Background: an optimization exercise with open tools, aiming at small area. Do not read the settings as production practice. Where RTL was checked, it was by simulation tests only, not by an equivalence proof against the original. Power figures rest on the tool's default switching activity, not on a simulated workload.

## router_top
module router_top(
    input        clock,
    input        resetn,
    input        read_enb_0,
    input        read_enb_1,
    input        read_enb_2,
    input  [7:0] data_in,
    input        pkt_valid,
    output [7:0] data_out_0,
    output [7:0] data_out_1,
    output [7:0] data_out_2,
    output       valid_out_0,
    output       valid_out_1,
    output       valid_out_2,
    output       error,
    output       busy
);
For scale: about 1700 cells after synthesis.
==> flow/config.mk <==
export PLATFORM = sky130hd
export DESIGN_NAME = router_top
export DESIGN_NICKNAME = router_top
export VERILOG_FILES = /design/flow/design.v
export SDC_FILE = /design/flow/constraint.sdc
export NUM_CORES = 4
export LEC_CHECK = 0
export CAP_MARGIN = 20
export CORE_MARGIN = 2
export CORE_UTILIZATION = 40
export SLEW_MARGIN = 20
==> flow/constraint.sdc <==
create_clock -name core_clock -period 5.0 [get_ports {clock}]
set_input_delay 1.0000 -clock core_clock [delete_from_list [all_inputs] [get_ports {clock}]]
set_output_delay 1.0000 -clock core_clock [all_outputs]
set_load 0.01 [all_outputs]
run.sh (not shown) runs the stock make flow with config.mk's settings and CLKGATE_MAP_FILE= SYNTH_SCRIPT=/design/flow/synth_recipe.tcl, a recipe that flattens the netlist after the stock synthesis.
The baseline completed without violations.
Edit:
- CTS_BUF_LIST: default -> sky130_fd_sc_hd__clkbuf_4
- CTS_CLUSTER_SIZE: default -> 20
- GPL_TIMING_DRIVEN: default -> 0
Result: The new run passed the timing, design-rule and antenna checks; combinational power goes up by 13%; global-route usage goes up by 1.5 points; power goes down by 1.4%; critical path depth goes up by 1; cell area goes up by 1.6%; utilization goes up by 0.72 points; non-clock buffer count goes up by 82; first-iteration DRC count goes up by 2.0%; clock power goes down by 7.3%; worst setup slack got worse by 0.62 ns; count of clock-buffer cells in the layout goes up by 152.

* * *

Setup of oak:
Another version of the RTL of router_top (not shown whole).
Size: roughly 43 I/O pins.
// router_top
module router_top(
    input        clock,
    input        resetn,
    input        read_enb_0,
    input        read_enb_1,
    input        read_enb_2,
    input  [7:0] data_in,
    input        pkt_valid,
    output [7:0] data_out_0,
    output [7:0] data_out_1,
    output [7:0] data_out_2,
    output       valid_out_0,
    output       valid_out_1,
    output       valid_out_2,
    output       error,
    output       busy
);
    wire [2:0] write_enb;
    wire [7:0] dout;
    wire empty_0, empty_1, empty_2, full_0, full_1, full_2;
    wire soft_reset_0, soft_reset_1, soft_reset_2;
    wire fifo_full, parity_done, low_pkt_valid;
    wire detect_add, ld_state, laf_state, full_state, write_enb_reg, rst_int_reg, lfd_state;
    reg hdr_next;
    always @(posedge clock) begin
        if (!resetn) hdr_next <= 1'b0;
        else hdr_next <= lfd_state;
    end
    router_fsm fsm(.clock(clock), .resetn(resetn), .pkt_valid(pkt_valid),
                   .parity_done(parity_done), .data_in(data_in[1:0]),
                   .soft_reset(soft_reset_0 | soft_reset_1 | soft_reset_2),
                   .fifo_full(fifo_full), .low_pkt_valid(low_pkt_valid),
                   .fifo_empty_0(empty_0), .fifo_empty_1(empty_1), .fifo_empty_2(empty_2),
                   .busy(busy), .detect_add(detect_add), .ld_state(ld_state), .laf_state(laf_state),
                   .full_state(full_state), .write_enb_reg(write_enb_reg), .rst_int_reg(rst_int_reg),
                   .lfd_state(lfd_state));
    router_sync sync(.clock(clock), .resetn(resetn), .data_in(data_in[1:0]),
                     .detect_add(detect_add), .write_enb_reg(write_enb_reg),
                     .read_enb_0(read_enb_0), .read_enb_1(read_enb_1), .read_enb_2(read_enb_2),
                     .empty_0(empty_0), .empty_1(empty_1), .empty_2(empty_2),
                     .full_0(full_0), .full_1(full_1), .full_2(full_2),
                     .write_enb(write_enb), .fifo_full(fifo_full),
                     .soft_reset_0(soft_reset_0), .soft_reset_1(soft_reset_1), .soft_reset_2(soft_reset_2));
    router_reg regs(.clock(clock), .resetn(resetn), .pkt_valid(pkt_valid), .data_in(data_in),
  ...
export LEC_CHECK = 0
export CAP_MARGIN = 20
export CORE_MARGIN = 2
export CORE_UTILIZATION = 60
export PLACE_DENSITY = 0.75
export SLEW_MARGIN = 20
export SYNTH_HIERARCHICAL = 1
export SYNTH_MINIMUM_KEEP_SIZE = 0
create_clock -name core_clock -period 5.0 [get_ports {clock}]
standard.sh (not shown) runs the stock make flow with config.mk's settings and CLKGATE_MAP_FILE= SYNTH_SCRIPT=/design/flow/synth_recipe.tcl, a recipe that flattens the netlist after the stock synthesis.
==> flow/flow/run.sh <==
#!/bin/bash
# The standard ORFS layout (standard.sh) with two steps given their own arguments:
# - clock tree: mid-size clock buffers (clkbuf_8) in clusters of up to 17 sinks
#   and no dummy loads, instead of clkbuf_16 with dummy loads;
# - port buffers: every input and output port still gets a buffer, a buf_1.
# All output goes to standard.log here; ORFS's per-step logs are under orfs/logs.
set -euo pipefail
export CTS_ARGS="-sink_clustering_enable -repair_clock_nets -dont_use_dummy_load -buf_list sky130_fd_sc_hd__clkbuf_8 -sink_clustering_size 17 -sink_clustering_max_diameter 80"
export BUFFER_PORTS_ARGS="-buffer_cell sky130_fd_sc_hd__buf_1"
bash standard.sh > standard.log 2>&1
oak | stages: all done | timing, DRC, antenna: all pass
diff inputs: oak => pine
Settings: PLACE_DENSITY removed (was 0.75); CORE_UTILIZATION changed from 60 to 40.
==> flow/run.sh (new file) <==
#!/bin/bash
# synth_recipe.tcl (not shown) runs the flow's synth.tcl, then flattens the netlist and writes it again
# the make line also repeats each setting of config.mk as NAME=value (left out here)
make -C /OpenROAD-flow-scripts/flow DESIGN_CONFIG=/design/flow/config.mk WORK_HOME=/design/flow/orfs CLKGATE_MAP_FILE= SYNTH_SCRIPT=/design/flow/synth_recipe.tcl finish
removed: flow/flow/run.sh
removed: flow/standard.sh
### Flow results
pine vs oak, global-route usage went down by 7.4 points.
The total combinational power on oak is in line with that on pine.
Compared with oak, pine shows cell area after placement that has gone up by a few percent.
pine — power 23% higher, oak as reference
pine reached the end of the flow, and the finished layout is clean on the timing, design-rule and antenna checks.
In pine the final area turned out 8.2% higher than in oak.
Against oak, post-route minimum period in pine came out worse.
No functional check of the RTL was part of any run of this note.

-- separate check: timing with driven ports --
No port has a modelled driver above. Below, the same layouts with a new extraction and two added sets of constraints.
Step 1 (the two cells are an assumption about what drives the block):
set clk [get_ports {clock}]
set_driving_cell -lib_cell sky130_fd_sc_hd__clkbuf_16 $clk
set_driving_cell -lib_cell sky130_fd_sc_hd__buf_2 [delete_from_list [all_inputs] $clk]
Step 2 times the ports against the registers' clock, not the clock port: input delays grow and output delays shrink by t, the midpoint of the rising clock arrivals with the driver on.
a / b / c = ideal ports / drivers / drivers and shift; a / b = the first two.
| run | t (ns) | setup WS [ns] | worst hold slack (ns) | worst setup path at the end | worst register clock-pin slew, ns |
|---|---|---|---|---|---|
| the first run of note 1 | 0.666 | 1.214 / 1.155 / 1.545 | 0.469 / 0.469 / 0.469 | register to register | 0.07 / 0.07 |
| the second run of note 1 | 1.000 | 0.596 / 0.537 / 0.808 | 0.431 / 0.395 / 0.474 | register to register | 0.08 / 0.08 |
| oak | 0.643 | 1.496 / 1.449 / 1.583 | 0.476 / 0.476 / 0.476 | register to register | 0.12 / 0.12 |
| pine | 0.652 | 1.179 / 1.125 / 1.777 | 0.463 / 0.463 / 0.463 | register to output | 0.06 / 0.06 |
After both steps every run listed still meets setup and hold.
